This design comes from an exercise in tuning for small area on the open sky130 flow, not from production work. Only simulation tests tie the RTL to the original design; equivalence was not proved. Power and IR drop assume default switching activity. The clock port is modelled as an ideal driver; clocking choices that lean on that would not hold on a real chip.

--- flow/run.sh ---
#!/bin/bash
# synth_recipe.tcl (not shown) runs the flow's synth.tcl, then flattens the netlist and writes it again
# the make line also repeats each setting of config.mk as NAME=value (left out here)
make -C /OpenROAD-flow-scripts/flow DESIGN_CONFIG=/design/flow/config.mk WORK_HOME=/design/flow/orfs CLKGATE_MAP_FILE= SYNTH_SCRIPT=/design/flow/synth_recipe.tcl finish
--- flow/config.mk ---
export PLATFORM = sky130hd
export DESIGN_NAME = pupil_pipeline
export DESIGN_NICKNAME = pupil_pipeline
export VERILOG_FILES = /design/flow/design.v
export SDC_FILE = /design/flow/constraint.sdc
export NUM_CORES = 4
export LEC_CHECK = 0
export CAP_MARGIN = 20
export CORE_MARGIN = 2
export CORE_UTILIZATION = 45
export PLACE_DENSITY = 0.6
export SLEW_MARGIN = 20
--- flow/constraint.sdc ---
create_clock -name core_clock -period 8.0 [get_ports {clk}]
set_input_delay 1.6000 -clock core_clock [delete_from_list [all_inputs] [get_ports {clk}]]
set_output_delay 1.6000 -clock core_clock [all_outputs]
set_load 0.01 [all_outputs]
--- flow/design.v ---
module line_buffer #
	(
	parameter clock_cycles = 317,
	parameter data_width = 8
	)
	(
	input [data_width-1:0] 	data_in,
	input 			clock_enable,
	input 			clock,
	output [data_width-1:0] data_out,
	output reg line_valid
	);
   reg [clock_cycles*data_width-1:0] shift_reg;
   always @(posedge clock)
      if (clock_enable)
         shift_reg <= {shift_reg[(clock_cycles-1)*data_width-1:0], data_in};
   assign data_out = shift_reg[clock_cycles*data_width-1 -: data_width];
   always @(posedge clock)
      line_valid <= clock_enable;
endmodule
module sliding_window #(
	parameter data_width= 8,
	parameter clock_cycle = 317
	)
	(
	input 		clk,
	input 		rst_n,
	input		data_in_valid,
	input  [data_width-1:0] data_in,
	output	  reg  data_out_valid,
	output reg [data_width-1:0] P1,
	output reg [data_width-1:0] P2,
	output reg [data_width-1:0] P3,
	output reg [data_width-1:0] P4,
	output reg [data_width-1:0] P5,
	output reg [data_width-1:0] P6,
	output reg [data_width-1:0] P7,
	output reg [data_width-1:0] P8,
	output reg [data_width-1:0] P9
   );
	reg v8, v7, v6, v5, v4, v3, v2;
	wire v9 = data_out_valid;
	wire lv1, lv2;
	wire [data_width-1:0] line1_out, line2_out;
	always @(posedge clk)
		if (!rst_n) begin
			data_out_valid <= 1'b0;
			v8 <= 1'b0; v7 <= 1'b0; v6 <= 1'b0; v5 <= 1'b0;
			v4 <= 1'b0; v3 <= 1'b0; v2 <= 1'b0;
			P9 <= 0; P8 <= 0; P7 <= 0; P6 <= 0; P5 <= 0;
			P4 <= 0; P3 <= 0; P2 <= 0; P1 <= 0;
		end else begin
			data_out_valid <= data_in_valid;
			v8 <= v9;  v7 <= v8;
			v6 <= lv1; v5 <= v6; v4 <= v5;
			v3 <= lv2; v2 <= v3;
			P9 <= data_in_valid ? data_in : {data_width{1'b0}};
			P8 <= v9  ? P9 : {data_width{1'b0}};
			P7 <= v8  ? P8 : {data_width{1'b0}};
			P6 <= lv1 ? line1_out : {data_width{1'b0}};
			P5 <= v6  ? P6 : {data_width{1'b0}};
			P4 <= v5  ? P5 : {data_width{1'b0}};
			P3 <= lv2 ? line2_out : {data_width{1'b0}};
			P2 <= v3  ? P3 : {data_width{1'b0}};
			P1 <= v2  ? P2 : {data_width{1'b0}};
		end
	line_buffer #(.clock_cycles(clock_cycle), .data_width(data_width)) buffer_1 (
		.data_in(P7), .clock_enable(v7), .clock(clk),
		.data_out(line1_out), .line_valid(lv1));
	line_buffer #(.clock_cycles(clock_cycle), .data_width(data_width)) buffer_2 (
		.data_in(P4), .clock_enable(v4), .clock(clk),
		.data_out(line2_out), .line_valid(lv2));
endmodule
module double_threshold#(
	parameter data_width = 8,
	parameter line_width = 637
	)
	(
	input clock,
	input rst_n,
	input data_valid,
	input [data_width-1:0] data_in,
	output reg data_out_valid,
	output reg data_out
	);
	function [4:0] pix_code(input [7:0] p);
		pix_code = (p > 8'd25) ? 5'd26 : p[4:0];
	endfunction
	reg [4:0] dly_data;
	reg dly0, dly1;
	wire ex_valid = data_valid | dly1;
	always @(posedge clock)
		if (!rst_n) begin
			dly0 <= 1'b0;
			dly1 <= 1'b0;
			dly_data <= 5'd0;
		end else begin
			dly0 <= data_valid;
			dly1 <= dly0;
			dly_data <= pix_code(data_in);
		end
	reg [4:0] q9, q8, q7;
	reg v8, v7, v6, v5;
	wire v9 = data_out_valid;
	always @(posedge clock) begin
		q9 <= dly_data;
		q8 <= q9;
		q7 <= q8;
	end
	wire [4:0] line1_out;
	wire lv1;
	line_buffer #(.clock_cycles(line_width), .data_width(5)) buffer_1 (
		.data_in(q7), .clock_enable(v7), .clock(clock),
		.data_out(line1_out), .line_valid(lv1));
	reg [4:0] q6, q5;
	always @(posedge clock) begin
		q6 <= line1_out;
		q5 <= q6;
	end
	always @(posedge clock)
		if (!rst_n) begin
			data_out_valid <= 1'b0;
			v8 <= 1'b0; v7 <= 1'b0; v6 <= 1'b0; v5 <= 1'b0;
		end else begin
			data_out_valid <= ex_valid;
			v8 <= v9; v7 <= v8;
			v6 <= lv1; v5 <= v6;
		end
	reg [7:0] T_in;
	reg [4:0] H_T;
	always @(posedge clock)
		if (!rst_n)
			T_in <= 8'd0;
		else if (data_valid) begin
			T_in <= (data_in > T_in) ? data_in : T_in;
			H_T <= T_in / 8'd10;
		end
	wire hit = q5 > H_T;
	always @(posedge clock)
		if (!rst_n)
			data_out <= 1'b0;
		else if (data_out_valid)
			data_out <= v5 & hit;
endmodule
module logic_OR #(
	                 parameter data_width= 8,
	                 parameter clock_cycle = 317
	              )
	            ( input clock, input rst_n, input data_valid, input data_in,
	              output reg out_hi, output reg out_lo, output data_out_valid );
	reg dly_data;
	reg dly0, dly1;
	wire ex_valid = data_valid | dly1;
	always @(posedge clock)
		if (!rst_n) begin
			dly0 <= 1'b0;
			dly1 <= 1'b0;
			dly_data <= 1'b0;
		end else begin
			dly0 <= data_valid;
			dly1 <= dly0;
			dly_data <= data_in;
		end
	wire P1, P2, P3, P4, P5, P6, P7, P8, P9;
	wire window_valid;
	assign data_out_valid = window_valid;
	sliding_window #(.data_width(1), .clock_cycle(clock_cycle)) image_window_nms (
		.clk(clock), .rst_n(rst_n), .data_in_valid(ex_valid), .data_in(dly_data),
		.data_out_valid(window_valid),
		.P1(P1), .P2(P2), .P3(P3), .P4(P4), .P5(P5), .P6(P6), .P7(P7), .P8(P8), .P9(P9));
	wire any = P1 | P2 | P3 | P4 | P5 | P6 | P7 | P8 | P9;
	always @(posedge clock)
		if (!rst_n) begin
			out_hi <= 1'b0;
			out_lo <= 1'b1;
		end else if (window_valid) begin
			out_hi <= any;
			out_lo <= any;
		end
endmodule
module dilation #(
	                 parameter data_width= 8,
	                 parameter clock_cycle = 317
	              )
	            ( input clock, input rst_n, input data_valid, input [1:0] data_in,
	              output reg [1:0] data_out, output data_out_valid );
	reg [1:0] dly_data;
	reg dly0, dly1;
	wire ex_valid = data_valid | dly1;
	always @(posedge clock)
		if (!rst_n) begin
			dly0 <= 1'b0;
			dly1 <= 1'b0;
			dly_data <= 2'b00;
		end else begin
			dly0 <= data_valid;
			dly1 <= dly0;
			dly_data <= data_in;
		end
	wire [1:0] P1, P2, P3, P4, P5, P6, P7, P8, P9;
	wire window_valid;
	assign data_out_valid = window_valid;
	sliding_window #(.data_width(2), .clock_cycle(clock_cycle)) image_window_nms (
		.clk(clock), .rst_n(rst_n), .data_in_valid(ex_valid), .data_in(dly_data),
		.data_out_valid(window_valid),
		.P1(P1), .P2(P2), .P3(P3), .P4(P4), .P5(P5), .P6(P6), .P7(P7), .P8(P8), .P9(P9));
	always @(posedge clock)
		if (!rst_n)
			data_out <= 2'b01;
		else if (window_valid)
			data_out <= P1 | P2 | P3 | P4 | P5 | P6 | P7 | P8 | P9;
endmodule
module erosion #(
	                 parameter data_width= 8,
	                 parameter clock_cycle = 317
	              )
	            ( input clock, input rst_n, input data_valid, input [1:0] data_in,
	              output reg [1:0] data_out, output data_out_valid );
	reg [1:0] dly_data;
	reg dly0, dly1;
	wire ex_valid = data_valid | dly1;
	always @(posedge clock)
		if (!rst_n) begin
			dly0 <= 1'b0;
			dly1 <= 1'b0;
			dly_data <= 2'b00;
		end else begin
			dly0 <= data_valid;
			dly1 <= dly0;
			dly_data <= data_in;
		end
	wire [1:0] P1, P2, P3, P4, P5, P6, P7, P8, P9;
	wire window_valid;
	assign data_out_valid = window_valid;
	sliding_window #(.data_width(2), .clock_cycle(clock_cycle)) image_window_nms (
		.clk(clock), .rst_n(rst_n), .data_in_valid(ex_valid), .data_in(dly_data),
		.data_out_valid(window_valid),
		.P1(P1), .P2(P2), .P3(P3), .P4(P4), .P5(P5), .P6(P6), .P7(P7), .P8(P8), .P9(P9));
	always @(posedge clock)
		if (!rst_n)
			data_out <= 2'b01;
		else if (window_valid)
			data_out <= P1 & P2 & P3 & P4 & P5 & P6 & P7 & P8 & P9;
endmodule
module morphology_operation #(
                  parameter clock_cycle = 317,
					parameter data_width = 8
             )(
									  input clock,
									  input rst_n, input data_valid,
									  input [1:0] data_in,
									  output [1:0] data_out,
									  output data_out_valid
									);
wire [1:0] closed_dilated_data;
wire closed_dilate_valid;
dilation #(.data_width(8), .clock_cycle(clock_cycle)) closed_dilation_dut (
	.clock(clock), .rst_n(rst_n), .data_valid(data_valid), .data_in(data_in),
	.data_out(closed_dilated_data), .data_out_valid(closed_dilate_valid));
erosion #(.data_width(8), .clock_cycle(clock_cycle)) erode_dut (
	.clock(clock), .rst_n(rst_n), .data_valid(closed_dilate_valid),
	.data_in(closed_dilated_data), .data_out(data_out),
	.data_out_valid(data_out_valid));
endmodule
module pupil_pipeline #(
	parameter IMG_WIDTH = 320
	)
	(
	input        clk,
	input        rst_n,
	input        pix_valid,
	input  [7:0] pix_in,
	output       out_valid,
	output [7:0] out_pixel
	);
wire threshold_bit;
wire th_valid;
double_threshold #(
	.data_width (8),
	.line_width (2*IMG_WIDTH-3)
	)
	double_thresh_dut
	(
	.clock(clk),
	.rst_n(rst_n),
	.data_valid(pix_valid),
	.data_in(pix_in),
	.data_out_valid(th_valid),
	.data_out(threshold_bit)
	);
wire or_hi, or_lo;
wire logical_or_out_valid;
logic_OR #(
	.data_width (8),
	.clock_cycle(IMG_WIDTH-3)
	)
	OR_dut( .clock(clk),
	.rst_n(rst_n),
	.data_valid(th_valid),
	.data_in(threshold_bit),
	.out_hi(or_hi),
	.out_lo(or_lo),
	.data_out_valid(logical_or_out_valid)
	);
wire [1:0] closed;
morphology_operation #(
	.data_width (8),
	.clock_cycle(IMG_WIDTH-3)
	)
	morp_closing( .clock(clk),
	.rst_n(rst_n),
	.data_valid(logical_or_out_valid),
	.data_in({or_hi, or_lo}),
	.data_out(closed),
	.data_out_valid(out_valid)
	);
assign out_pixel = {{7{closed[1]}}, closed[0]};
endmodule
==> summary.md, run 1 <==
| Metric | Value |
|---|---|
| Via count | `62,961` |
| Dpl ws | `4080 ps` |
| Global route overflow | `0` |
| WP data required | `6400 ps` |
| Deepest clock path buffer count | `4` |
| Most used DFF post-synth | `edfxtp_1` |
| Final Hold Fails | `0` |
| Post-Synth Simple-Gate Area | `0.429%` |
| CTS tree | `done` |
| Worst-path cell chain | `clkdlybuf4s50_1` |
| Initial antenna violation count | `3` |
| Initial DRC count | `6,673` |
| Wire per inst | `16.4 um` |
| CTS H-tree lvls | `6` |
| Slew HR | `20.9%` |
| Synthesized net count | `6,758` |
| Largest cells by area after synthesis | `edfxtp_1, dfxtp_1, and3_1, and2_1, ha_1` |
| Final Worst Setup Slack | `4290 ps` |
| Yosys cell types | `42` |
| Yosys top cell area share | `97.8%` |
| Crit. End Element | `primary output` |
| Nets | `7,448` |
| Leakage | `50.3 nW` |
| Crit-path max FO | `8` |
| CORE AREA | `432,000 um2` |
| Detailed-placement wirelength estimate | `84.1 mm` |
| Initial Util | `45.2%` |
| Share of layout cells above drive strength 1 | `11.7%` |
| Delay-heaviest family, CP | `buffers and inverters` |
| Clock Tree Root | `clkbuf_16` |
| Post-layout min period | `3710 ps` |
| Setup TNS | `0 ps` |
| Antenna-violating nets left | `0` |
| Hold depth | `0` |
| WHS Endpoint | `double_thresh_dut.q8[1]` |
| Clock-pin transition on the worst setup and hold timing paths | `60 ps` |
| Detailed Routing Iterations Pass 1 | `7` |
| Total track usage | `9.75%` |
| Via density | `4.62` |
| Die X-Extent | `663 um` |
| Compound-Gate Fraction of Synth Area | `0.161%` |
| Min-Delay Path Class | `register to register` |
| Bufs and invs on worst path | `1` |
| Critical path's largest stage delay | `610 ps` |
| Critical Path Source Type | `register` |
| PD cells | `293 nW/um2` |
| Post-route DRC | `0` |
| Cell Rows | `241` |
| Avg Synthesized Cell Area | `29.0 um2` |
| Final WL | `223 mm` |
| Maximum vdd drop | `0.186 mV` |
| CTS buffer count | `631` |
| Flop and latch count out of synthesis | `6,493` |
| Async SR Flop Fraction | `0%` |
| Reg2Reg Capture Point | `double_thresh_dut.buffer_1.shift_reg[3087]` |
| Worst EP arrival | `2110 ps` |
| CTS resizes | `0` |
| R2R Setup Slk | `4910 ps` |
| Gpl congestion | `0.728` |
| XOR/XNOR Fraction of Synth Area | `0%` |
| Crit-path slowest cell | `clkdlybuf4s50_1` |
| # IOs | `20` |
| First-pass GRT wire length | `355 mm` |
| RSZ-0062 raised after global routing | `no` |
| Final core utilization | `51.7%` |
| RR Startpoint | `OR_dut.dly1` |
| CTS Hold Buffers Added | `0` |
| Clock skew after layout | `37.4 ps` |
| Cell area after synthesis | `195,000 um2` |
| Final cycle utilization of the critical path | `46.4%` |
| Die area | `439,000 um2` |
| Cell count after synthesis | `6,734` |
| Worst Tran Pin Value | `1190 ps` |
| Vias in the first global route | `62,280` |
| Largest net degree at the start of global routing | `234` |
| Sequential share of the synthesized area | `99.2%` |
| CTS Sinks | `6,493` |
| Status | `complete, no violations` |
| EDFF count, synth | `6,360` |
| R2R depth | `2` |
| # port buffers | `19` |
| Post CTS Setup Buffer Count | `0` |
| Clock latency (worst-skew pair) | `1010 ps` |
| Area Overhead vs Synth | `14.3%` |
| Max-slew violation count | `0` |
| Final setup vio count | `0` |
| Fmax | `270 MHz` |
| Die height | `663 um` |
| Area share of fa/ha/maj cells after synthesis | `0.0885%` |
| Yosys top cell by area | `edfxtp_1` |
| Max-Cap Viols | `0` |
| PnR Total Power | `65.4 mW` |
| Ys Warns | `9` |
| Largest family of logic cells by synthesized area | `simple AND/OR/NAND/NOR gates` |
| Post-synthesis mux area share | `0.0410%` |
| Crit path kind | `register to primary output` |
| Hold Crit Start | `double_thresh_dut.q9[1]` |
[worst max-delay path by stage]
| stage | endpoint | depth (start not counted) | from |
|---|---|---|---|
| floorplan | double_thresh_dut.buffer_1.line_valid | 0 | OR_dut.dly1 |
| global placement | double_thresh_dut.T_in[0] | 8 | pix_in[1] |
| detailed placement | double_thresh_dut.T_in[1] | 8 | pix_in[1] |
| CTS | out_valid | 1 | register |
| global route | out_valid | 1 | register |
| finish | out_valid | 1 | register |
[cell families (layout without fill, tap and decap cells)]
kind of cell | Yosys count | after routing
muxes | 8 | 8
AOI/OAI and AO/OA | 44 | 44
DFF | 6493 | 6493
and+or+nand+nor | 141 | 141
buffers and inverters | 34 | 1224
other | 0 | 3
adders and majority gates | 14 | 14
[power by group]
group / switching (mW) / internal, mW
Combinational: 0.253 / 0.0473
Sequential: 0.0319 / 37.0
Clock: 12.1 / 16.0
[layout make-up]
| type | count | area, um2 |
|---|---|---|
| inverter | 16 | 60.1 |
| multi-input combinational | 207 | 1410 |
| clock buffer | 803 | 16700 |
| sequential | 6493 | 194000 |
| clock inverter | 330 | 3110 |
| antenna | 3 | 7.51 |
| tap | 5710 | 7140 |
| timing repair buffer | 75 | 950 |
| fill | 32386 | 208000 |
[stage by stage]
| stage | instances | instance area [um2] | hold WS [ps] |
|---|---|---|---|
| floorplan | 6734 | 195000 | 310 |
| global placement | 12499 | 203000 | 323 |
| detailed placement | 12499 | 203000 | 313 |
| CTS | 13632 | 223000 | 326 |
| global route | 13636 | 223000 | 330 |
| finish | 13637 | 223000 | 326 |
[Yosys cell counts, types with 2 or more instances]
master	count
or2b_1	2
o211ai_1	3
and2_1	37
edfxtp_1	6360
a21oi_1	9
nand2b_1	4
nand4_1	7
inv_1	16
nor4b_1	2
nand2_1	10
nor4_1	3
dfxtp_1	133
buf_4	6
nor3_1	4
nor2b_1	11
mux2i_1	8
and2b_4	2
nor2_1	12
o21a_1	9
a31oi_1	2
clkbuf_1	11
o21ai_0	9
nand3_1	4
ha_1	13
and3_1	40
[cell usage in the layout (no fill, tap or decap), types with 16 or more instances in the layout]
cell	Yosys	layout
edfxtp_1	6360	6360
clkbuf_16	0	640
clkbuf_1	11	153
clkinv_1	0	129
dfxtp_1	133	126
clkinv_2	0	96
and3_1	40	40
and2_1	37	37
bufinv_16	0	35
buf_4	6	29
buf_12	0	24
inv_6	0	19
clkdlybuf4s50_1	0	18
inv_1	16	16
[per-layer routing]
metal | routed length (um) | GRT usage [%] | up-vias
met3 | 9450 | 2.15 | 543
met4 | 6760 | 3.85 | 0
met5 | 0 | 0 | -
met2 | 86900 | 11.9 | 950
met1 | 120000 | 16.6 | 32643
li1 | - | - | 28825
==> run 2: changes to the inputs <==
--- a/flow/design.v
+++ b/flow/design.v
@@ -8,2 +8,3 @@
 	input 			clock_enable,
+	input 			clock_enable_n,
 	input 			clock,
@@ -12,7 +13,8 @@
 	);
-   reg [clock_cycles*data_width-1:0] shift_reg;
+   localparam W = clock_cycles*data_width;
+   reg  [W-1:0] shift_reg;
+   wire [W-1:0] shift_in = {shift_reg[W-data_width-1:0], data_in};
    always @(posedge clock)
-      if (clock_enable)
-         shift_reg <= {shift_reg[(clock_cycles-1)*data_width-1:0], data_in};
-   assign data_out = shift_reg[clock_cycles*data_width-1 -: data_width];
+      shift_reg <= ({W{clock_enable}} & shift_in) | ({W{clock_enable_n}} & shift_reg);
+   assign data_out = shift_reg[W-1 -: data_width];
    always @(posedge clock)
@@ -41,2 +43,3 @@
 	reg v8, v7, v6, v5, v4, v3, v2;
+	reg n7, n4;    
 	wire v9 = data_out_valid;
@@ -49,2 +52,3 @@
 			v4 <= 1'b0; v3 <= 1'b0; v2 <= 1'b0;
+			n7 <= 1'b1; n4 <= 1'b1;
 			P9 <= 0; P8 <= 0; P7 <= 0; P6 <= 0; P5 <= 0;
@@ -56,2 +60,3 @@
 			v3 <= lv2; v2 <= v3;
+			n7 <= ~v8; n4 <= ~v5;
 			P9 <= data_in_valid ? data_in : {data_width{1'b0}};
@@ -67,6 +72,6 @@
 	line_buffer #(.clock_cycles(clock_cycle), .data_width(data_width)) buffer_1 (
-		.data_in(P7), .clock_enable(v7), .clock(clk),
+		.data_in(P7), .clock_enable(v7), .clock_enable_n(n7), .clock(clk),
 		.data_out(line1_out), .line_valid(lv1));
 	line_buffer #(.clock_cycles(clock_cycle), .data_width(data_width)) buffer_2 (
-		.data_in(P4), .clock_enable(v4), .clock(clk),
+		.data_in(P4), .clock_enable(v4), .clock_enable_n(n4), .clock(clk),
 		.data_out(line2_out), .line_valid(lv2));
@@ -103,2 +108,3 @@
 	reg v8, v7, v6, v5;
+	reg n7;    
 	wire v9 = data_out_valid;
@@ -112,3 +118,3 @@
 	line_buffer #(.clock_cycles(line_width), .data_width(5)) buffer_1 (
-		.data_in(q7), .clock_enable(v7), .clock(clock),
+		.data_in(q7), .clock_enable(v7), .clock_enable_n(n7), .clock(clock),
 		.data_out(line1_out), .line_valid(lv1));
@@ -123,5 +129,6 @@
 			v8 <= 1'b0; v7 <= 1'b0; v6 <= 1'b0; v5 <= 1'b0;
+			n7 <= 1'b1;
 		end else begin
 			data_out_valid <= ex_valid;
-			v8 <= v9; v7 <= v8;
+			v8 <= v9; v7 <= v8; n7 <= ~v8;
 			v6 <= lv1; v5 <= v6;
--- a/flow/config.mk
+++ b/flow/config.mk
@@ -10,2 +10,4 @@
 export CORE_UTILIZATION = 45
+export CTS_CLUSTER_DIAMETER = 100
+export CTS_CLUSTER_SIZE = 30
 export PLACE_DENSITY = 0.6
==> run 2 against run 1 <==
Compared with the run above:
- total power down 27%
- register-to-register slack better by 240 ps
- clock power down 47%
- non-clock buffer count up 37
- critical path depth unchanged
- sequential share of layout area down 22 points
- count of clock-buffer cells in the layout down 550
- highest routed layer unchanged
==> summary.md, run 2 <==
| Metric | Value |
|---|---|
| Yosys top cell by area | `dfxtp_1 (was edfxtp_1)` |
| Cell count after synthesis | `14,562 (was 6,734)` |
| Via count | `106,460 (was 62,961)` |
| Combinational share of power | `1.0% (was 0.5%)` |
| Via density | `5.55 (was 4.62)` |
| Final cycle utilization of the critical path | `46.8% (was 46.4%)` |
| Crit-path max FO | `8 (unchanged)` |
| Final setup vio count | `0 (unchanged)` |
| Total track usage | `12.1% (was 9.75%)` |
| Clock-pin transition on the worst setup and hold timing paths | `110 ps (was 60 ps)` |
| Bufs and invs on worst path | `1 (unchanged)` |
| PD cells | `236 nW/um2 (was 293 nW/um2)` |
| Leakage | `77.5 nW (was 50.3 nW)` |
| Avg Synthesized Cell Area | `13.3 um2 (was 29.0 um2)` |
| Initial Util | `45.2% (about the same)` |
| Die height | `659 um (was 663 um)` |
| Initial DRC count | `7,641 (was 6,673)` |
| Post-layout min period | `3750 ps (was 3710 ps)` |
| Min-Delay Path Class | `register to register (unchanged)` |
| Synth cell count leaders | `dfxtp_1, a22o_1, clkbuf_1 (was edfxtp_1, dfxtp_1, and3_1)` |
| Async SR Flop Fraction | `0% (unchanged)` |
| Sw Share | `20.3% (was 18.9%)` |
| Share of layout cells above drive strength 1 | `2.81% (was 11.7%)` |
| Global route overflow | `0 (unchanged)` |
| CTS resizes | `0 (unchanged)` |
| First-pass GRT wire length | `482 mm (was 355 mm)` |
| WP data required | `6400 ps (about the same)` |
| CTS tree | `done (unchanged)` |
| Int Power | `38.1 mW (was 53.1 mW)` |
| Gpl congestion | `0.669 (was 0.728)` |
| Max-Cap Viols | `0 (unchanged)` |
| # IOs | `20 (unchanged)` |
| Deepest clock path buffer count | `4 (unchanged)` |
| CTS H-tree lvls | `4 (was 6)` |
| Die X-Extent | `659 um (was 663 um)` |
| Yosys top cell area share | `67.3% (was 97.8%)` |
| Largest cells by area after synthesis | `dfxtp_1, a22o_1, clkbuf_1, buf_2, buf_1 (was edfxtp_1, dfxtp_1, and3_1, and2_1, ha_1)` |
| Worst Tran Pin Value | `1130 ps (was 1190 ps)` |
| Reg power frac | `67.8% (was 56.6%)` |
| Post-route DRC | `0 (unchanged)` |
| Wire per inst | `14.3 um (was 16.4 um)` |
| Cell area after synthesis | `193,000 um2 (was 195,000 um2)` |
| Final Hold Fails | `0 (unchanged)` |
| Most used DFF post-synth | `dfxtp_1 (was edfxtp_1)` |
| Initial antenna violation count | `2 (was 3)` |
| RSZ-0062 raised after global routing | `no (unchanged)` |
| Critical path's largest stage delay | `610 ps (about the same)` |
| Cell Rows | `240 (was 241)` |
| R2R Setup Slk | `5150 ps (was 4910 ps)` |
| Worst EP arrival | `2150 ps (was 2110 ps)` |
| Detailed-placement wirelength estimate | `129 mm (was 84.1 mm)` |
| Crit. End Element | `primary output (unchanged)` |
| Fmax | `267 MHz (was 270 MHz)` |
| Critical Path Source Type | `register (unchanged)` |
| Synthesized net count | `14,586 (was 6,758)` |
| CORE AREA | `427,000 um2 (was 432,000 um2)` |
| Crit path kind | `register to primary output (unchanged)` |
| Clock latency (worst-skew pair) | `980 ps (was 1010 ps)` |
| CTS Sinks | `6,500 (was 6,493)` |
| Final core utilization | `47.4% (was 51.7%)` |
| Flop and latch count out of synthesis | `6,500 (was 6,493)` |
| CTS Hold Buffers Added | `0 (unchanged)` |
| Nets | `13,500 (was 7,448)` |
| Setup TNS | `0 ps (unchanged)` |
| # port buffers | `19 (unchanged)` |
| Max-slew violation count | `0 (unchanged)` |
| Commonest cells after routing, fill and taps aside | `dfxtp_1, a22o_1, clkbuf_16, buf_4, and3_1 (was edfxtp_1, clkbuf_16, clkbuf_1, clkinv_1, dfxtp_1)` |
| Area Overhead vs Synth | `4.83% (was 14.3%)` |
| Status | `complete, no violations (unchanged)` |
| Slew HR | `24.4% (was 20.9%)` |
| Ys Warns | `9 (unchanged)` |
| CTS buffer count | `241 (was 631)` |
| P_sw | `9.72 mW (was 12.4 mW)` |
| Most common cell after layout, fill and taps aside | `dfxtp_1 (was edfxtp_1)` |
| Yosys cell types | `49 (was 42)` |
| Largest net degree at the start of global routing | `261 (was 234)` |
| Crit-path slowest cell | `clkdlybuf4s50_1 (unchanged)` |
| Antenna-violating nets left | `0 (unchanged)` |
| Die area | `434,000 um2 (was 439,000 um2)` |
| Clock skew after layout | `35.4 ps (was 37.4 ps)` |
| Post CTS Setup Buffer Count | `0 (unchanged)` |
| Final WL | `275 mm (was 223 mm)` |
| Vias in the first global route | `101,449 (was 62,280)` |
| Clock Tree Root | `clkbuf_16 (unchanged)` |
| Delay-heaviest family, CP | `buffers and inverters (unchanged)` |
| Clock network power share | `31.2% (was 43.0%)` |
| Worst-path cell chain | `clkdlybuf4s50_1 (unchanged)` |
| Maximum vdd drop | `0.184 mV (was 0.186 mV)` |
| EDFF count, synth | `5 (was 6,360)` |
| Most numerous cell in the Yosys netlist | `dfxtp_1 (was edfxtp_1)` |
| Sequential share of the synthesized area | `67.4% (was 99.2%)` |
| Detailed Routing Iterations Pass 1 | `5 (was 7)` |
## run 2: path summary, 6_finish.rpt
| path | end | depth (start not counted) | start |
|---|---|---|---|
| max | out_valid | 1 | register |
| min | double_thresh_dut.q8[3] | 0 | double_thresh_dut.q9[3] |
| max reg2reg | double_thresh_dut.buffer_1.shift_reg[650] | 3 | OR_dut.dly1 |
| min reg2reg | double_thresh_dut.q8[3] | 0 | double_thresh_dut.q9[3] |
## run 2: power groups by stage
| stage | sequential [mW] | clock, mW | combinational [mW] |
|---|---|---|---|
| 2_1_floorplan | 33.1 | 0 | 0.423 |
| 3_3_place_gp | 33.2 | 0 | 0.489 |
| 3_5_place_dp | 33.2 | 0 | 0.487 |
| 4_1_cts | 32.4 | 15.9 | 0.489 |
| 5_1_grt | 32.4 | 16.9 | 0.540 |
| 6_report | 32.4 | 14.9 | 0.482 |
## run 2: final cells by class
| class | instances | area, um2 |
|---|---|---|
| sequential | 6500 | 130000 |
| tap | 5687 | 7120 |
| clock inverter | 19 | 253 |
| fill | 37739 | 225000 |
| timing repair buffer | 112 | 1380 |
| inverter | 26 | 97.6 |
| multi-input combinational | 6595 | 57200 |
| clock buffer | 253 | 6160 |
| antenna | 1 | 2.50 |
## run 2: logic make-up (layout without fill, tap and decap cells)
family                     count (synthesis)  count (layout)  synth area share, %
DFF                                     6500            6500                 67.4
AOI/OAI and AO/OA                       6422            6422                 29.1
buffers and inverters                   1467             410                 2.97
and+or+nand+nor                          155             155                0.452
adders and majority gates                 14              14               0.0894
xor gates and xnor gates                   4               4               0.0181
other                                      0               1                    0
## run 2: metal layers
layer	part of all wire [%]	global-route usage, %	wire (um)
met1	55	17.9	152000
met2	40	18.6	110000
met3	2.7	1.61	7400
met4	2.0	2.80	5520
met5	0	0	0
## run 2: stage by stage
step | power (mW) | hold WS, ps | setup WS, ps | std cells | cell area, um2
finish | 47.8 | 339 | 4250 | 19193 | 202000
global route | 49.8 | 346 | 4110 | 19193 | 202000
CTS | 48.8 | 339 | 4090 | 19191 | 202000
detailed placement | 33.6 | 312 | 3700 | 18919 | 196000
global placement | 33.7 | 313 | 3540 | 18919 | 196000
floorplan | 33.6 | 310 | 5010 | 14562 | 193000
==> run 3: changes to the inputs <==
--- a/flow/config.mk
+++ b/flow/config.mk
@@ -7,8 +7,8 @@
 export LEC_CHECK = 0
-export CAP_MARGIN = 20
+export CAP_MARGIN = 5
 export CORE_MARGIN = 2
-export CORE_UTILIZATION = 45
+export CORE_UTILIZATION = 70
 export CTS_CLUSTER_DIAMETER = 100
-export CTS_CLUSTER_SIZE = 30
-export PLACE_DENSITY = 0.6
-export SLEW_MARGIN = 20
+export CTS_CLUSTER_SIZE = 33
+export PLACE_DENSITY = 0.8
+export SLEW_MARGIN = 5
==> run 3 against run 2 <==
Compared with the run above:
- critical endpoint unchanged
- final cell count decreased by 11%
- sequential power about the same
- largest cell class unchanged
- sequential share of layout area increased by 1.1 points
- clock power decreased by 6%
- synthesized cell count unchanged
- worst hold slack got worse by 9.3 ps
- still clean on timing, DRC and antenna
- count of clock-buffer cells in the layout decreased by 18
- critical path type unchanged
- via count increased by 1.4%
- register-to-register slack got worse by 160 ps
- total power decreased by 2.0%
- core utilization increased by 25 points
- routed wire length increased by 3.0%
==> summary.md, run 3 <==
| Metric | Value |
|---|---|
| Status | `complete, no violations (unchanged)` |
| R2R depth | `3 (unchanged)` |
| Total track usage | `19.4% (was 12.1%)` |
| Setup TNS | `0 ps (unchanged)` |
| Global route overflow | `0 (unchanged)` |
| Async SR Flop Fraction | `0% (unchanged)` |
| Placed Area | `193,000 um2 (was 196,000 um2)` |
| Nets | `13,464 (was 13,500)` |
| Max-slew violation count | `0 (unchanged)` |
| Die height | `529 um (was 659 um)` |
| Clock-pin transition on the worst setup and hold timing paths | `120 ps (was 110 ps)` |
| Finished Cell Area | `199,000 um2 (was 202,000 um2)` |
| Post-synthesis mux area share | `0% (unchanged)` |
| First-pass GRT wire length | `492 mm (was 482 mm)` |
| Gpl congestion | `0.771 (was 0.669)` |
| Initial antenna violation count | `2 (unchanged)` |
| Cell Rows | `192 (was 240)` |
| Clock skew after layout | `50.9 ps (was 35.4 ps)` |
| Yosys cell types | `49 (unchanged)` |
| Maximum vdd drop | `0.189 mV (was 0.184 mV)` |
| Clock latency (worst-skew pair) | `940 ps (was 980 ps)` |
| XOR/XNOR Fraction of Synth Area | `0.0181% (unchanged)` |
| # port buffers | `19 (unchanged)` |
| Most used DFF post-synth | `dfxtp_1 (unchanged)` |
| Commonest cells after routing, fill and taps aside | `dfxtp_1, a22o_1, clkbuf_16, buf_4, and3_1 (unchanged)` |
| Final setup vio count | `0 (unchanged)` |
| WHS Endpoint | `double_thresh_dut.q9[2] (was double_thresh_dut.q8[3])` |
| EDFF count, synth | `5 (unchanged)` |
| Clock Tree Root | `clkbuf_16 (unchanged)` |
| Cell area after synthesis | `193,000 um2 (unchanged)` |
| Largest family of logic cells by synthesized area | `compound AO/OA/AOI/OAI gates (unchanged)` |
| Final Hold Fails | `0 (unchanged)` |
| Crit path kind | `register to primary output (unchanged)` |
| CTS resizes | `0 (unchanged)` |
| Compound-Gate Fraction of Synth Area | `29.1% (unchanged)` |
| Synth cell count leaders | `dfxtp_1, a22o_1, clkbuf_1 (unchanged)` |
| Largest net degree at the start of global routing | `288 (was 261)` |
| Dpl cells | `16,905 (was 18,919)` |
| Synthesized net count | `14,586 (unchanged)` |
| Share of layout cells above drive strength 1 | `2.47% (was 2.81%)` |
| Hold Crit Start | `double_thresh_dut.dly_data[2] (was double_thresh_dut.q9[3])` |
| WP data required | `6400 ps (about the same)` |
| Slew HR | `11.8% (was 24.4%)` |
| WHS | `330 ps (was 339 ps)` |
| Post-route DRC | `0 (unchanged)` |
| Detailed-placement wirelength estimate | `149 mm (was 129 mm)` |
| CTS Sinks | `6,500 (unchanged)` |
| Cell count after synthesis | `14,562 (unchanged)` |
| # IOs | `20 (unchanged)` |
| Via density | `6.29 (was 5.55)` |
| Ys Warns | `9 (unchanged)` |
| Critical Path Source Type | `register (unchanged)` |
| Final Worst Setup Slack | `4410 ps (was 4250 ps)` |
| R2R Setup Slk | `4990 ps (was 5150 ps)` |
| Post-layout min period | `3590 ps (was 3750 ps)` |
| CTS Hold Buffers Added | `0 (unchanged)` |
| Worst EP arrival | `1990 ps (was 2150 ps)` |
| Post-Synth Simple-Gate Area | `0.452% (unchanged)` |
| CORE AREA | `274,000 um2 (was 427,000 um2)` |
| Vias in the first global route | `104,375 (was 101,449)` |
| Area share of fa/ha/maj cells after synthesis | `0.0894% (unchanged)` |
| Crit-path max FO | `8 (unchanged)` |
| Final core utilization | `72.6% (was 47.4%)` |
| Min-Delay Path Class | `register to register (unchanged)` |
| Sequential share of the synthesized area | `67.4% (unchanged)` |
| CTS buffer count | `219 (was 241)` |
| Area Overhead vs Synth | `3.10% (was 4.83%)` |
| Via count | `107,923 (was 106,460)` |
| Initial DRC count | `7,774 (was 7,641)` |
| Largest cells by area after synthesis | `dfxtp_1, a22o_1, clkbuf_1, buf_2, buf_1 (unchanged)` |
| RSZ-0062 raised after global routing | `no (unchanged)` |
| Flop and latch count out of synthesis | `6,500 (unchanged)` |
| PnR Total Power | `46.9 mW (was 47.8 mW)` |
| Most numerous cell in the Yosys netlist | `dfxtp_1 (unchanged)` |
| Die X-Extent | `529 um (was 659 um)` |
| Final WL | `283 mm (was 275 mm)` |
| Leakage | `77.1 nW (was 77.5 nW)` |
| Deepest clock path buffer count | `4 (unchanged)` |
| Max-Cap Viols | `0 (unchanged)` |
| Hold depth | `0 (unchanged)` |
| Post-route non-filler standard cell count | `17,149 (was 19,193)` |
| CTS tree | `done (unchanged)` |
| Most common cell after layout, fill and taps aside | `dfxtp_1 (unchanged)` |
| Final cycle utilization of the critical path | `44.9% (was 46.8%)` |
| Yosys top cell area share | `67.3% (unchanged)` |
| Die area | `280,000 um2 (was 434,000 um2)` |
| Post CTS Setup Buffer Count | `0 (unchanged)` |
| Antenna-violating nets left | `0 (unchanged)` |
| Dpl ws | `4200 ps (was 3700 ps)` |
| CTS H-tree lvls | `4 (unchanged)` |
| PD cells | `235 nW/um2 (was 236 nW/um2)` |
| Crit. End Element | `primary output (unchanged)` |
| Worst Tran Pin Value | `1320 ps (was 1130 ps)` |
| Fmax | `278 MHz (was 267 MHz)` |
| Detailed Routing Iterations Pass 1 | `5 (unchanged)` |
| Wire per inst | `16.5 um (was 14.3 um)` |
| Avg Synthesized Cell Area | `13.3 um2 (unchanged)` |
| Yosys top cell by area | `dfxtp_1 (unchanged)` |
| Initial Util | `70.4% (was 45.2%)` |
-- run 3: logic make-up (layout without fill, tap and decap cells) --
kind of cell	Yosys count	after routing
other	0	2
AOI/OAI and AO/OA	6422	6422
DFF	6500	6500
buffers and inverters	1467	366
adders and majority gates	14	14
xor gates and xnor gates	4	4
and+or+nand+nor	155	155
-- run 3: routing by layer --
| metal | up-vias | GRT usage [%] | routed length (um) |
|---|---|---|---|
| met3 | 313 | 2.13 | 6330 |
| met1 | 53419 | 28.1 | 144000 |
| li1 | 53375 | - | - |
| met5 | - | 0 | 0 |
| met4 | 0 | 3.54 | 4390 |
| met2 | 816 | 31.8 | 128000 |
-- run 3: worst max-delay path: stages, from the launching register on --
cell             delay (ps)
dfxtp_1                 330
buf_4                   180
clkdlybuf4s50_1         560
-- run 3: layout make-up --
cell class / count / area (um2)
multi-input cells: 6595 / 57200
clock inverters: 7 / 104
flip-flops and latches: 6500 / 130000
clock buffers: 235 / 5670
diodes: 2 / 5.00
inverters: 26 / 97.6
well taps: 3686 / 4610
repair buffers: 98 / 1190
fillers: 17952 / 75000
-- run 3: how the worst max path moves through the flow --
stage	endpoint	slack, ps	cells past startpoint
after floorplan	double_thresh_dut.T_in[5]	5010	7
after global placement	double_thresh_dut.T_in[0]	4150	8
after detailed placement	double_thresh_dut.T_in[0]	4200	7
after CTS	out_valid	4320	2
after global routing	out_pixel[5]	4280	1
final	out_valid	4410	2
-- run 3: where the power goes --
part / switching, mW / internal [mW]
registers: 0.0463 / 32.4
clock network: 8.83 / 5.15
logic: 0.381 / 0.0866
total: 9.25 / 37.6
==> run 4: changes to the inputs <==
--- a/flow/config.mk
+++ b/flow/config.mk
@@ -9,6 +9,6 @@
 export CORE_MARGIN = 2
-export CORE_UTILIZATION = 70
+export CORE_UTILIZATION = 80
 export CTS_CLUSTER_DIAMETER = 100
 export CTS_CLUSTER_SIZE = 33
-export PLACE_DENSITY = 0.8
+export PLACE_DENSITY = 0.9
 export SLEW_MARGIN = 5
==> run 4 against run 3 <==
Compared with the run above:
- clock skew decreased by 24 ps
- register-to-register slack got worse by 320 ps
- worst setup slack got worse by 150 ps
- die area decreased by 12%
- non-clock buffer count increased by 7
- synthesized area unchanged
- maximum frequency decreased by 4.0%
- synthesized cell count unchanged
- flip-flop and latch count unchanged
- critical path type unchanged
- highest routed layer unchanged
==> summary.md, run 4 <==
| Metric | Value |
|---|---|
| Status | `complete, no violations (unchanged)` |
| WP data required | `6400 ps (about the same)` |
| Slew HR | `14.4% (was 11.8%)` |
| Initial DRC count | `9,183 (was 7,774)` |
| Yosys top cell area share | `67.3% (unchanged)` |
| RR Startpoint | `double_thresh_dut.n7` |
| Via count | `108,700 (was 107,923)` |
| Crit-path max FO | `8 (unchanged)` |
| Crit-path slowest cell | `dfxtp_1 (was clkdlybuf4s50_1)` |
| Hold depth | `0 (unchanged)` |
| Layout fillers | `12,634 (was 17,952)` |
| CTS tree | `done (unchanged)` |
| Bufs and invs on worst path | `1 (was 2)` |
| Deepest clock path buffer count | `3 (was 4)` |
| Share of layout cells above drive strength 1 | `2.46% (was 2.47%)` |
| Most used DFF post-synth | `dfxtp_1 (unchanged)` |
| Yosys cell types | `49 (unchanged)` |
| PD cells | `235 nW/um2 (about the same)` |
| Synthesized net count | `14,586 (unchanged)` |
| Leakage | `77.1 nW (about the same)` |
| First-pass GRT wire length | `508 mm (was 492 mm)` |
| Cell area after synthesis | `193,000 um2 (unchanged)` |
| Nets | `13,466 (was 13,464)` |
| Synth cell count leaders | `dfxtp_1, a22o_1, clkbuf_1 (unchanged)` |
| CTS buffer count | `214 (was 219)` |
| Max-slew violation count | `0 (unchanged)` |
| Finished Cell Area | `198,000 um2 (was 199,000 um2)` |
| Die area | `245,000 um2 (was 280,000 um2)` |
| Dpl ws | `4160 ps (was 4200 ps)` |
| EDFF count, synth | `5 (unchanged)` |
| Initial antenna violation count | `1 (was 2)` |
| Fmax | `267 MHz (was 278 MHz)` |
| Ys Warns | `9 (unchanged)` |
| Final Worst Setup Slack | `4260 ps (was 4410 ps)` |
| Post CTS Setup Buffer Count | `0 (unchanged)` |
| # port buffers | `19 (unchanged)` |
| Wire per inst | `18.0 um (was 16.5 um)` |
| Clock latency (worst-skew pair) | `890 ps (was 940 ps)` |
| Clock Tree Root | `clkbuf_16 (unchanged)` |
| Hold Crit Start | `double_thresh_dut.dly_data[4] (was double_thresh_dut.dly_data[2])` |
| CTS Sinks | `6,500 (unchanged)` |
| # IOs | `20 (unchanged)` |
| Vias in the first global route | `104,245 (was 104,375)` |
| Max-Cap Viols | `0 (unchanged)` |
| Yosys top cell by area | `dfxtp_1 (unchanged)` |
| Crit path kind | `register to primary output (unchanged)` |
| Worst EP arrival | `2140 ps (was 1990 ps)` |
| Final Hold Fails | `0 (unchanged)` |
| Worst-path cell chain | `clkdlybuf4s50_1 (was buf_4 -> clkdlybuf4s50_1)` |
| Area Overhead vs Synth | `2.72% (was 3.10%)` |
| Critical Path Source Type | `register (unchanged)` |
| Cell count after synthesis | `14,562 (unchanged)` |
| Die height | `495 um (was 529 um)` |
| Post-route DRC | `0 (unchanged)` |
| Final setup vio count | `0 (unchanged)` |
| Sequential share of the synthesized area | `67.4% (unchanged)` |
| Antenna-violating nets left | `0 (unchanged)` |
| CTS resizes | `0 (unchanged)` |
| Detailed-placement wirelength estimate | `160 mm (was 149 mm)` |
| WP depth | `1 (was 2)` |
| Clock-pin transition on the worst setup and hold timing paths | `120 ps (about the same)` |
| Detailed Routing Iterations Pass 1 | `6 (was 5)` |
| Final cycle utilization of the critical path | `46.8% (was 44.9%)` |
| Via density | `6.53 (was 6.29)` |
| Setup TNS | `0 ps (unchanged)` |
| Global route overflow | `0 (unchanged)` |
| Largest cells by area after synthesis | `dfxtp_1, a22o_1, clkbuf_1, buf_2, buf_1 (unchanged)` |
| Most common cell after layout, fill and taps aside | `dfxtp_1 (unchanged)` |
| Largest net degree at the start of global routing | `311 (was 288)` |
| Critical path's largest stage delay | `630 ps (was 560 ps)` |
| Clock skew after layout | `27.1 ps (was 50.9 ps)` |
| Total track usage | `23.3% (was 19.4%)` |
| Initial Util | `80.4% (was 70.4%)` |
| Crit. End Element | `primary output (unchanged)` |
| Avg Synthesized Cell Area | `13.3 um2 (unchanged)` |
| Maximum vdd drop | `0.211 mV (was 0.189 mV)` |
| Post-layout min period | `3740 ps (was 3590 ps)` |
| CORE AREA | `240,000 um2 (was 274,000 um2)` |
| Gpl congestion | `0.800 (was 0.771)` |
| Flop and latch count out of synthesis | `6,500 (unchanged)` |
| CTS H-tree lvls | `4 (unchanged)` |
| Most numerous cell in the Yosys netlist | `dfxtp_1 (unchanged)` |
| Worst Tran Pin Value | `1280 ps (was 1320 ps)` |
| R2R depth | `4 (was 3)` |
| Async SR Flop Fraction | `0% (unchanged)` |
| Final WL | `299 mm (was 283 mm)` |
| Delay-heaviest family, CP | `flip-flops (was buffers and inverters)` |
| Die X-Extent | `495 um (was 529 um)` |
| CTS Hold Buffers Added | `0 (unchanged)` |
| Min-Delay Path Class | `register to register (unchanged)` |
| Cell Rows | `180 (was 192)` |
| RSZ-0062 raised after global routing | `no (unchanged)` |
| Placed Area | `193,000 um2 (about the same)` |
| Commonest cells after routing, fill and taps aside | `dfxtp_1, a22o_1, clkbuf_16, buf_4, and3_1 (unchanged)` |
[run 4: cell types whose count changed in the layout (fill, tap and decap cells not counted), sizes merged]
cell    before  now
inv         31   26
clkbuf     235  234
buf         80   87
bufinv       1    0
[run 4: path summary, 6_finish.rpt]
check                                                   to  slack (ps)
setup / recovery                                 out_valid        4260
hold / removal                     double_thresh_dut.q9[4]         330
setup reg to reg  double_thresh_dut.buffer_1.shift_reg[14]        4670
hold reg to reg                    double_thresh_dut.q9[4]         330
[run 4: cell type report]
class / count / area, um2 / area share, %
antenna: 2 / 5.00 / 0.00252
clock buffer: 234 / 5600 / 2.82
clock inverter: 1 / 16.3 / 0.00820
inverter: 26 / 97.6 / 0.0492
multi-input combinational: 6595 / 57200 / 28.8
sequential: 6500 / 130000 / 65.7
tap: 3185 / 3990 / 2.01
timing repair buffer: 105 / 1230 / 0.618
[run 4: stage by stage]
step | instances | util, % | hold slack (ps) | power (mW)
2_1_floorplan | 14562 | - | 310 | 33.6
3_3_place_gp | 16410 | 80.2 | 316 | 33.6
3_5_place_dp | 16410 | 80.2 | 312 | 33.6
4_1_cts | 16645 | 82.5 | 331 | 46.9
5_1_grt | 16647 | 82.5 | 345 | 48.1
6_report | 16648 | 82.5 | 328 | 46.7
[run 4: power by group]
| part | leakage, nW | switching, mW | internal (mW) | total, mW |
|---|---|---|---|---|
| Clock | 2.76 | 8.72 | 5.03 | 13.7 |
| Sequential | 52.4 | 0.0506 | 32.4 | 32.4 |
| Combinational | 22.0 | 0.383 | 0.0878 | 0.471 |
[run 4: kinds of logic after synthesis]
| family | synth area share, % |
|---|---|
| XOR/XNOR | 0.0181 |
| buffers and inverters | 2.97 |
| AO/OA/AOI/OAI | 29.1 |
| flip-flops | 67.4 |
| AND/OR/NAND/NOR | 0.452 |
| adder cells (fa/ha/maj) | 0.0894 |
[run 4: per-layer routing]
metal	share of wire, %	vias to the layer above	global-route usage [%]
met5	0	-	0
met4	1.5	0	4.49
met3	2.3	380	2.42
met2	48	1050	38.0
met1	49	53886	34.1
li1	-	53384	-
[run 4: worst register-to-register path, delay by kind of cell, from the launching register on]
kind	cells	cell delay [ps]
flops	1	890
buf+inv	3	1910
compound gates	1	480
==> run 5: changes to the inputs <==
--- a/flow/config.mk
+++ b/flow/config.mk
@@ -7,3 +7,3 @@
 export LEC_CHECK = 0
-export CAP_MARGIN = 5
+export CAP_MARGIN = 0
 export CORE_MARGIN = 2
@@ -11,4 +11,4 @@
 export CTS_CLUSTER_DIAMETER = 100
-export CTS_CLUSTER_SIZE = 33
+export CTS_CLUSTER_SIZE = 34
 export PLACE_DENSITY = 0.9
-export SLEW_MARGIN = 5
+export SLEW_MARGIN = 0
==> run 5 against run 4 <==
Compared with the run above:
- clock power hardly changed
- worst setup slack better by 45 ps
- still clean on timing, DRC and antenna
- non-clock buffer count is 1 lower
- synthesized area stayed put
- core utilization hardly changed
- synthesized cell count stayed put
- sequential share of layout area hardly changed
- final cell count hardly changed
- count of clock-buffer cells in the layout is 6 lower
- largest cell class unchanged
==> summary.md, run 5 <==
| Metric | Value |
|---|---|
| Slew HR | `4.39% (was 14.4%)` |
| Crit-path max FO | `8 (unchanged)` |
| Min-Delay Path Class | `register to register (unchanged)` |
| CTS H-tree lvls | `4 (unchanged)` |
| Initial Util | `80.4% (unchanged)` |
| Reg area | `130,000 um2 (unchanged)` |
| Final core utilization | `82.5% (about the same)` |
| Int Power | `37.4 mW (was 37.5 mW)` |
| # port buffers | `19 (unchanged)` |
| Clock Tree Root | `clkbuf_16 (unchanged)` |
| CTS Hold Buffers Added | `0 (unchanged)` |
| Max-Cap Viols | `0 (unchanged)` |
| Multi-input gate area | `57,200 um2 (unchanged)` |
| Layout fillers | `12,542 (was 12,634)` |
| Via count | `108,685 (was 108,700)` |
| Most common cell after layout, fill and taps aside | `dfxtp_1 (unchanged)` |
| R2R Setup Slk | `4690 ps (was 4670 ps)` |
| CTS resizes | `0 (unchanged)` |
| Clock network power share | `29.3% (was 29.5%)` |
| Initial antenna violation count | `1 (unchanged)` |
| Crit. End Element | `primary output (unchanged)` |
| PD cells | `235 nW/um2 (about the same)` |
| Worst-path cell chain | `clkdlybuf4s50_1 (unchanged)` |
| Yosys top cell by area | `dfxtp_1 (unchanged)` |
| Async SR Flop Fraction | `0% (unchanged)` |
| Largest cells by area after synthesis | `dfxtp_1, a22o_1, clkbuf_1, buf_2, buf_1 (unchanged)` |
| Cell area after synthesis | `193,000 um2 (unchanged)` |
| Commonest cells after routing, fill and taps aside | `dfxtp_1, a22o_1, clkbuf_16, buf_4, and3_1 (unchanged)` |
| Initial DRC count | `8,949 (was 9,183)` |
| Die height | `495 um (unchanged)` |
| Sw Share | `19.6% (about the same)` |
| Deepest clock path buffer count | `3 (unchanged)` |
| Flop and latch count out of synthesis | `6,500 (unchanged)` |
| CTS tree | `done (unchanged)` |
| RR Startpoint | `double_thresh_dut.n7 (unchanged)` |
| Post-route non-filler standard cell count | `16,646 (was 16,648)` |
| Most numerous cell in the Yosys netlist | `dfxtp_1 (unchanged)` |
| RSZ-0062 raised after global routing | `no (unchanged)` |
| Clock-pin transition on the worst setup and hold timing paths | `120 ps (about the same)` |
| Delay-heaviest family, CP | `buffers and inverters (was flip-flops)` |
| Post-route DRC | `0 (unchanged)` |
| Reg power frac | `69.7% (was 69.5%)` |
| Status | `complete, no violations (unchanged)` |
| EDFF count, synth | `5 (unchanged)` |
| Largest net degree at the start of global routing | `311 (unchanged)` |
| Crit path kind | `register to primary output (unchanged)` |
| Final Worst Setup Slack | `4300 ps (was 4260 ps)` |
| CORE AREA | `240,000 um2 (unchanged)` |
| Sequential share of the synthesized area | `67.4% (unchanged)` |
| Vias in the first global route | `103,958 (was 104,245)` |
| First-pass GRT wire length | `506 mm (was 508 mm)` |
| Detailed-placement wirelength estimate | `160 mm (unchanged)` |
| Critical path's largest stage delay | `620 ps (was 630 ps)` |
| Crit-path slowest cell | `clkdlybuf4s50_1 (was dfxtp_1)` |
| Maximum vdd drop | `0.278 mV (was 0.211 mV)` |
| Yosys cell types | `49 (unchanged)` |
| CTS buffer count | `209 (was 214)` |
| CTS Sinks | `6,500 (unchanged)` |
| Hold Crit Start | `double_thresh_dut.dly_data[4] (unchanged)` |
| Dpl ws | `4160 ps (unchanged)` |
| Cell Rows | `180 (unchanged)` |
| Antenna-violating nets left | `0 (unchanged)` |
| Ys Warns | `9 (unchanged)` |
| Total track usage | `23.2% (was 23.3%)` |
| Post CTS Setup Buffer Count | `0 (unchanged)` |
| Synth cell count leaders | `dfxtp_1, a22o_1, clkbuf_1 (unchanged)` |
| Share of layout cells above drive strength 1 | `2.44% (was 2.46%)` |
| Clock latency (worst-skew pair) | `870 ps (was 890 ps)` |
| Detailed Routing Iterations Pass 1 | `7 (was 6)` |
| P_sw | `9.12 mW (was 9.15 mW)` |
| Final setup vio count | `0 (unchanged)` |
| Leakage | `77.0 nW (was 77.1 nW)` |
| Worst Tran Pin Value | `1430 ps (was 1280 ps)` |
| Combinational share of power | `1.0% (about the same)` |
| Gpl congestion | `0.800 (unchanged)` |
| Avg Synthesized Cell Area | `13.3 um2 (unchanged)` |
| Via density | `6.53 (about the same)` |
| # IOs | `20 (unchanged)` |
| Final WL | `297 mm (was 299 mm)` |
| Most used DFF post-synth | `dfxtp_1 (unchanged)` |
| Die area | `245,000 um2 (unchanged)` |
| Synthesized net count | `14,586 (unchanged)` |
| Final cycle utilization of the critical path | `46.2% (was 46.8%)` |
| Post-layout min period | `3700 ps (was 3740 ps)` |
| Final Hold Fails | `0 (unchanged)` |
| Critical Path Source Type | `register (unchanged)` |
| Fmax | `270 MHz (was 267 MHz)` |
| Clock skew after layout | `31.3 ps (was 27.1 ps)` |
| Cell count after synthesis | `14,562 (unchanged)` |
| Setup TNS | `0 ps (unchanged)` |
| Dpl cells | `16,410 (unchanged)` |
| Max-slew violation count | `0 (unchanged)` |
| Yosys top cell area share | `67.3% (unchanged)` |
| Bufs and invs on worst path | `1 (unchanged)` |
| Nets | `13,460 (was 13,466)` |
| Die X-Extent | `495 um (unchanged)` |
| WP data required | `6400 ps (about the same)` |
| Global route overflow | `0 (unchanged)` |
| Wire per inst | `17.9 um (was 18.0 um)` |
| Worst EP arrival | `2100 ps (was 2140 ps)` |
| Area Overhead vs Synth | `2.66% (was 2.72%)` |
-- run 5: cell families (layout without fill, tap and decap cells) --
family,Yosys count,count (layout),synth area share (%)
AND/OR/NAND/NOR,155,155,0.452
adder cells (fa/ha/maj),14,14,0.0894
flip-flops,6500,6500,67.4
buffers and inverters,1467,363,2.97
other,0,3,0
AO/OA/AOI/OAI,6422,6422,29.1
XOR/XNOR,4,4,0.0181
-- run 5: layer usage --
layer / up-vias / GRT usage [%] / wire (um)
li1: 53407 / - / -
met1: 53837 / 34.1 / 145000
met4: 0 / 4.33 / 4290
met5: - / 0 / 0
met3: 345 / 2.39 / 6700
met2: 1096 / 37.7 / 141000
-- run 5: cell type report --
cell class              instances  share of cell area [%]
multi-input cells            6595                    28.9
repair buffers                104                   0.605
inverters                      26                  0.0492
well taps                    3185                    2.01
flip-flops and latches       6500                    65.7
clock buffers                 228                    2.76
diodes                          3                 0.00379
clock inverters                 5                  0.0328
-- run 5: through the flow --
step / power, mW / hold slack [ps] / instance area [um2]
after floorplan: 33.6 / 310 / 193000
after global placement: 33.6 / 316 / 193000
after detailed placement: 33.6 / 312 / 193000
after CTS: 46.8 / 343 / 198000
after global routing: 48.0 / 346 / 198000
final: 46.5 / 343 / 198000
-- run 5: power groups by stage --
stage,Sequential [mW],Combinational [mW],Clock (mW)
6_report,32.4,0.470,13.6
5_1_grt,32.5,0.516,15.0
4_1_cts,32.4,0.464,13.9
3_5_place_dp,33.2,0.461,0
3_3_place_gp,33.2,0.436,0
2_1_floorplan,33.1,0.423,0
-- run 5: final timing paths --
path | end | cells after the start
setup / recovery | out_valid | 1
hold / removal | double_thresh_dut.q9[4] | 0
setup reg to reg | double_thresh_dut.buffer_1.shift_reg[147] | 3
hold reg to reg | double_thresh_dut.q9[4] | 0
==> run 6: changes to the inputs <==
--- a/flow/design.v
+++ b/flow/design.v
@@ -32,2 +32,3 @@
 	output	  reg  data_out_valid,
+	output [9:1] V,
 	output reg [data_width-1:0] P1,
@@ -42,3 +43,3 @@
    );
-	reg v8, v7, v6, v5, v4, v3, v2;
+	reg v8, v7, v6, v5, v4, v3, v2, v1;
 	reg n7, n4;    
@@ -46,2 +47,3 @@
 	wire lv1, lv2;
+	assign V = {v9, v8, v7, v6, v5, v4, v3, v2, v1};
 	wire [data_width-1:0] line1_out, line2_out;
@@ -51,6 +53,4 @@
 			v8 <= 1'b0; v7 <= 1'b0; v6 <= 1'b0; v5 <= 1'b0;
-			v4 <= 1'b0; v3 <= 1'b0; v2 <= 1'b0;
+			v4 <= 1'b0; v3 <= 1'b0; v2 <= 1'b0; v1 <= 1'b0;
 			n7 <= 1'b1; n4 <= 1'b1;
-			P9 <= 0; P8 <= 0; P7 <= 0; P6 <= 0; P5 <= 0;
-			P4 <= 0; P3 <= 0; P2 <= 0; P1 <= 0;
 		end else begin
@@ -59,14 +59,16 @@
 			v6 <= lv1; v5 <= v6; v4 <= v5;
-			v3 <= lv2; v2 <= v3;
+			v3 <= lv2; v2 <= v3; v1 <= v2;
 			n7 <= ~v8; n4 <= ~v5;
-			P9 <= data_in_valid ? data_in : {data_width{1'b0}};
-			P8 <= v9  ? P9 : {data_width{1'b0}};
-			P7 <= v8  ? P8 : {data_width{1'b0}};
-			P6 <= lv1 ? line1_out : {data_width{1'b0}};
-			P5 <= v6  ? P6 : {data_width{1'b0}};
-			P4 <= v5  ? P5 : {data_width{1'b0}};
-			P3 <= lv2 ? line2_out : {data_width{1'b0}};
-			P2 <= v3  ? P3 : {data_width{1'b0}};
-			P1 <= v2  ? P2 : {data_width{1'b0}};
 		end
+	always @(posedge clk) begin
+		P9 <= data_in;
+		P8 <= P9;
+		P7 <= P8;
+		P6 <= line1_out;
+		P5 <= P6;
+		P4 <= P5;
+		P3 <= line2_out;
+		P2 <= P3;
+		P1 <= P2;
+	end
 	line_buffer #(.clock_cycles(clock_cycle), .data_width(data_width)) buffer_1 (
@@ -135,10 +137,11 @@
 		end
-	reg [7:0] T_in;
+	reg [4:0] T_q;    
 	reg [4:0] H_T;
+	wire [4:0] pix_q = data_in / 8'd10;
 	always @(posedge clock)
 		if (!rst_n)
-			T_in <= 8'd0;
+			T_q <= 5'd0;
 		else if (data_valid) begin
-			T_in <= (data_in > T_in) ? data_in : T_in;
-			H_T <= T_in / 8'd10;
+			T_q <= (pix_q > T_q) ? pix_q : T_q;
+			H_T <= T_q;
 		end
@@ -172,2 +175,3 @@
 	wire window_valid;
+	wire [9:1] V;
 	assign data_out_valid = window_valid;
@@ -175,5 +179,6 @@
 		.clk(clock), .rst_n(rst_n), .data_in_valid(ex_valid), .data_in(dly_data),
-		.data_out_valid(window_valid),
+		.data_out_valid(window_valid), .V(V),
 		.P1(P1), .P2(P2), .P3(P3), .P4(P4), .P5(P5), .P6(P6), .P7(P7), .P8(P8), .P9(P9));
-	wire any = P1 | P2 | P3 | P4 | P5 | P6 | P7 | P8 | P9;
+	wire any = (V[1] & P1) | (V[2] & P2) | (V[3] & P3) | (V[4] & P4) | (V[5] & P5) |
+	           (V[6] & P6) | (V[7] & P7) | (V[8] & P8) | (V[9] & P9);
 	always @(posedge clock)
@@ -208,2 +213,3 @@
 	wire window_valid;
+	wire [9:1] V;
 	assign data_out_valid = window_valid;
@@ -211,3 +217,3 @@
 		.clk(clock), .rst_n(rst_n), .data_in_valid(ex_valid), .data_in(dly_data),
-		.data_out_valid(window_valid),
+		.data_out_valid(window_valid), .V(V),
 		.P1(P1), .P2(P2), .P3(P3), .P4(P4), .P5(P5), .P6(P6), .P7(P7), .P8(P8), .P9(P9));
@@ -217,3 +223,5 @@
 		else if (window_valid)
-			data_out <= P1 | P2 | P3 | P4 | P5 | P6 | P7 | P8 | P9;
+			data_out <= ({2{V[1]}} & P1) | ({2{V[2]}} & P2) | ({2{V[3]}} & P3) |
+			            ({2{V[4]}} & P4) | ({2{V[5]}} & P5) | ({2{V[6]}} & P6) |
+			            ({2{V[7]}} & P7) | ({2{V[8]}} & P8) | ({2{V[9]}} & P9);
 endmodule
@@ -240,2 +248,3 @@
 	wire window_valid;
+	wire [9:1] V;
 	assign data_out_valid = window_valid;
@@ -243,3 +252,3 @@
 		.clk(clock), .rst_n(rst_n), .data_in_valid(ex_valid), .data_in(dly_data),
-		.data_out_valid(window_valid),
+		.data_out_valid(window_valid), .V(V),
 		.P1(P1), .P2(P2), .P3(P3), .P4(P4), .P5(P5), .P6(P6), .P7(P7), .P8(P8), .P9(P9));
@@ -249,3 +258,3 @@
 		else if (window_valid)
-			data_out <= P1 & P2 & P3 & P4 & P5 & P6 & P7 & P8 & P9;
+			data_out <= {2{&V}} & P1 & P2 & P3 & P4 & P5 & P6 & P7 & P8 & P9;
 endmodule
--- a/flow/config.mk
+++ b/flow/config.mk
@@ -11,3 +11,3 @@
 export CTS_CLUSTER_DIAMETER = 100
-export CTS_CLUSTER_SIZE = 34
+export CTS_CLUSTER_SIZE = 30
 export PLACE_DENSITY = 0.9
==> run 6 against run 5 <==
Compared with the run above:
- worst setup slack lost 760 ps
- clock skew shrank 1.1 ps
- still clean
- cell area is essentially flat
- clock power grew 4%
==> summary.md, run 6 <==
| Metric | Value |
|---|---|
| Min-Delay Path Class | `register to register (unchanged)` |
| Maximum vdd drop | `0.231 mV (was 0.278 mV)` |
| CTS resizes | `0 (unchanged)` |
| PnR Total Power | `47.1 mW (was 46.5 mW)` |
| Die height | `495 um (about the same)` |
| Synth cell count leaders | `dfxtp_1, a22o_1, clkbuf_1 (unchanged)` |
| Commonest cells after routing, fill and taps aside | `dfxtp_1, a22o_1, clkbuf_16, buf_4, and2_1 (was dfxtp_1, a22o_1, clkbuf_16, buf_4, and3_1)` |
| Die area | `245,000 um2 (about the same)` |
| Most numerous cell in the Yosys netlist | `dfxtp_1 (unchanged)` |
| WHS Endpoint | `double_thresh_dut.q9[1] (was double_thresh_dut.q9[4])` |
| Ys Warns | `9 (unchanged)` |
| CTS Sinks | `6,500 (unchanged)` |
| Flop and latch count out of synthesis | `6,500 (unchanged)` |
| Synthesized net count | `14,504 (was 14,586)` |
| Final WL | `299 mm (was 297 mm)` |
| Placed Area | `192,000 um2 (was 193,000 um2)` |
| Total track usage | `23.5% (was 23.2%)` |
| Initial antenna violation count | `2 (was 1)` |
| Layout fillers | `12,576 (was 12,542)` |
| Cell count after synthesis | `14,483 (was 14,562)` |
| Antenna-violating nets left | `0 (unchanged)` |
| WP data required | `8790 ps (was 6400 ps)` |
| EDFF count, synth | `5 (unchanged)` |
| First-pass GRT wire length | `510 mm (was 506 mm)` |
| Final Hold Fails | `0 (unchanged)` |
| Hold depth | `0 (unchanged)` |
| CTS buffer count | `234 (was 209)` |
| Max-Cap Viols | `0 (unchanged)` |
| RSZ-0062 raised after global routing | `no (unchanged)` |
| Detailed-placement wirelength estimate | `158 mm (was 160 mm)` |
| Wire per inst | `18.1 um (was 17.9 um)` |
| CTS Hold Buffers Added | `0 (unchanged)` |
| Vias in the first global route | `104,002 (was 103,958)` |
| Area Overhead vs Synth | `3.07% (was 2.66%)` |
| Max-slew violation count | `0 (unchanged)` |
| Reg area | `130,000 um2 (unchanged)` |
| Nets | `13,404 (was 13,460)` |
| Fmax | `224 MHz (was 270 MHz)` |
| Most used DFF post-synth | `dfxtp_1 (unchanged)` |
| R2R Setup Slk | `4850 ps (was 4690 ps)` |
| Sequential share of the synthesized area | `67.6% (was 67.4%)` |
| Critical Path Source Type | `primary input (was register)` |
| Initial Util | `80.3% (was 80.4%)` |
| Yosys top cell area share | `67.5% (was 67.3%)` |
| Post-layout min period | `4460 ps (was 3700 ps)` |
| Multi-input gate area | `56,800 um2 (was 57,200 um2)` |
| Via count | `108,270 (was 108,685)` |
| Largest cells by area after synthesis | `dfxtp_1, a22o_1, clkbuf_1, and2_1, buf_1 (was dfxtp_1, a22o_1, clkbuf_1, buf_2, buf_1)` |
| Yosys cell types | `51 (was 49)` |
| Via density | `6.53 (about the same)` |
| Global route overflow | `0 (unchanged)` |
| Post-route DRC | `0 (unchanged)` |
| Final cycle utilization of the critical path | `55.7% (was 46.2%)` |
| Clock latency (worst-skew pair) | `900 ps (was 870 ps)` |
| Setup TNS | `0 ps (unchanged)` |
| Finished Cell Area | `198,000 um2 (about the same)` |
| CTS tree | `done (unchanged)` |
| Deepest clock path buffer count | `3 (unchanged)` |
| Slew HR | `15.0% (was 4.39%)` |
| Status | `complete, no violations (unchanged)` |
| Die X-Extent | `495 um (about the same)` |
| Crit path kind | `primary input to register (was register to primary output)` |
| CORE AREA | `240,000 um2 (about the same)` |
| Most common cell after layout, fill and taps aside | `dfxtp_1 (unchanged)` |
| Worst EP arrival | `5240 ps (was 2100 ps)` |
| WHS | `333 ps (was 343 ps)` |
| Final setup vio count | `0 (unchanged)` |
| Share of layout cells above drive strength 1 | `2.55% (was 2.44%)` |
| Worst Tran Pin Value | `1280 ps (was 1430 ps)` |
| CTS H-tree lvls | `4 (unchanged)` |
| # IOs | `20 (unchanged)` |
==> run 6: worst max-delay path by stage <==
stage / startpoint / slack, ps / endpoint / cells after the start
6_report: pix_in[7] / 3540 / double_thresh_dut.T_q[0] / 13
5_1_grt: pix_in[5] / 3300 / double_thresh_dut.T_q[0] / 13
4_1_cts: pix_in[5] / 3660 / double_thresh_dut.T_q[0] / 13
3_5_place_dp: pix_in[7] / 2690 / double_thresh_dut.T_q[0] / 13
3_3_place_gp: pix_in[5] / 2550 / double_thresh_dut.T_q[0] / 13
2_1_floorplan: pix_in[3] / 3750 / double_thresh_dut.T_q[0] / 13
==> run 6: report_power, final <==
part | internal [mW] | leakage [nW] | switching, mW
sequential | 32.4 | 52.4 | 0.0419
combinational | 0.0890 | 21.7 | 0.381
clock | 5.41 | 2.98 | 8.84
==> run 6: worst max-delay path, stage by stage <==
cell and delay [ps]:
clkdlybuf4s50_1 600, nor2b_2 280, a221oi_1 350, a21oi_1 180, maj3_1 390, a211oi_1 320
nor3b_1 100, ha_1 300, nand2_1 70, o221ai_1 120, a21oi_1 560, nand2_1 110
o31a_1 250
==> run 6: per-stage QoR <==
stage / instances / worst slack, ps
4_1_cts: 16582 / 3660
3_5_place_dp: 16332 / 2690
3_3_place_gp: 16332 / 2550
6_report: 16584 / 3540
2_1_floorplan: 14483 / 3750
5_1_grt: 16584 / 3300
==> run 6: kinds of logic (layout without fill, tap and decap cells) <==
| family | count (synthesis) | in the layout | share of synthesized area, % |
|---|---|---|---|
| buffers and inverters | 1457 | 371 | 2.86 |
| and+or+nand+nor | 101 | 101 | 0.293 |
| other | 0 | 2 | 0 |
| adders and majority gates | 13 | 13 | 0.0806 |
| xor gates and xnor gates | 3 | 3 | 0.0137 |
| DFF | 6500 | 6500 | 67.6 |
| AOI/OAI and AO/OA | 6409 | 6409 | 29.1 |
==> run 6: metal layers <==
| metal | vias up | global-route usage [%] | share of wire (%) |
|---|---|---|---|
| li1 | 53172 | - | - |
| met1 | 53688 | 34.5 | 49 |
| met2 | 1057 | 38.2 | 48 |
| met3 | 353 | 2.41 | 2.2 |
| met4 | 0 | 4.69 | 1.7 |
| met5 | - | 0 | 0 |
==> run 6: cell type report <==
cell class / count / area share, %
Sequential cell: 6500 / 65.6
Multi-Input combinational cell: 6526 / 28.6
Clock buffer: 248 / 3.05
Tap cell: 3185 / 2.01
Timing Repair Buffer: 97 / 0.609
Inverter: 24 / 0.0454
Clock inverter: 2 / 0.00694
Antenna cell: 2 / 0.00252

Re-timed with assumed drivers on the ports (clkbuf_16 on the clock, buf_2 on other inputs), run 6 has 3.614 ns of setup slack against 3.543 ns with ideal ports, and 2.633 ns once port delays also move by the mid clock arrival of 0.982 ns.
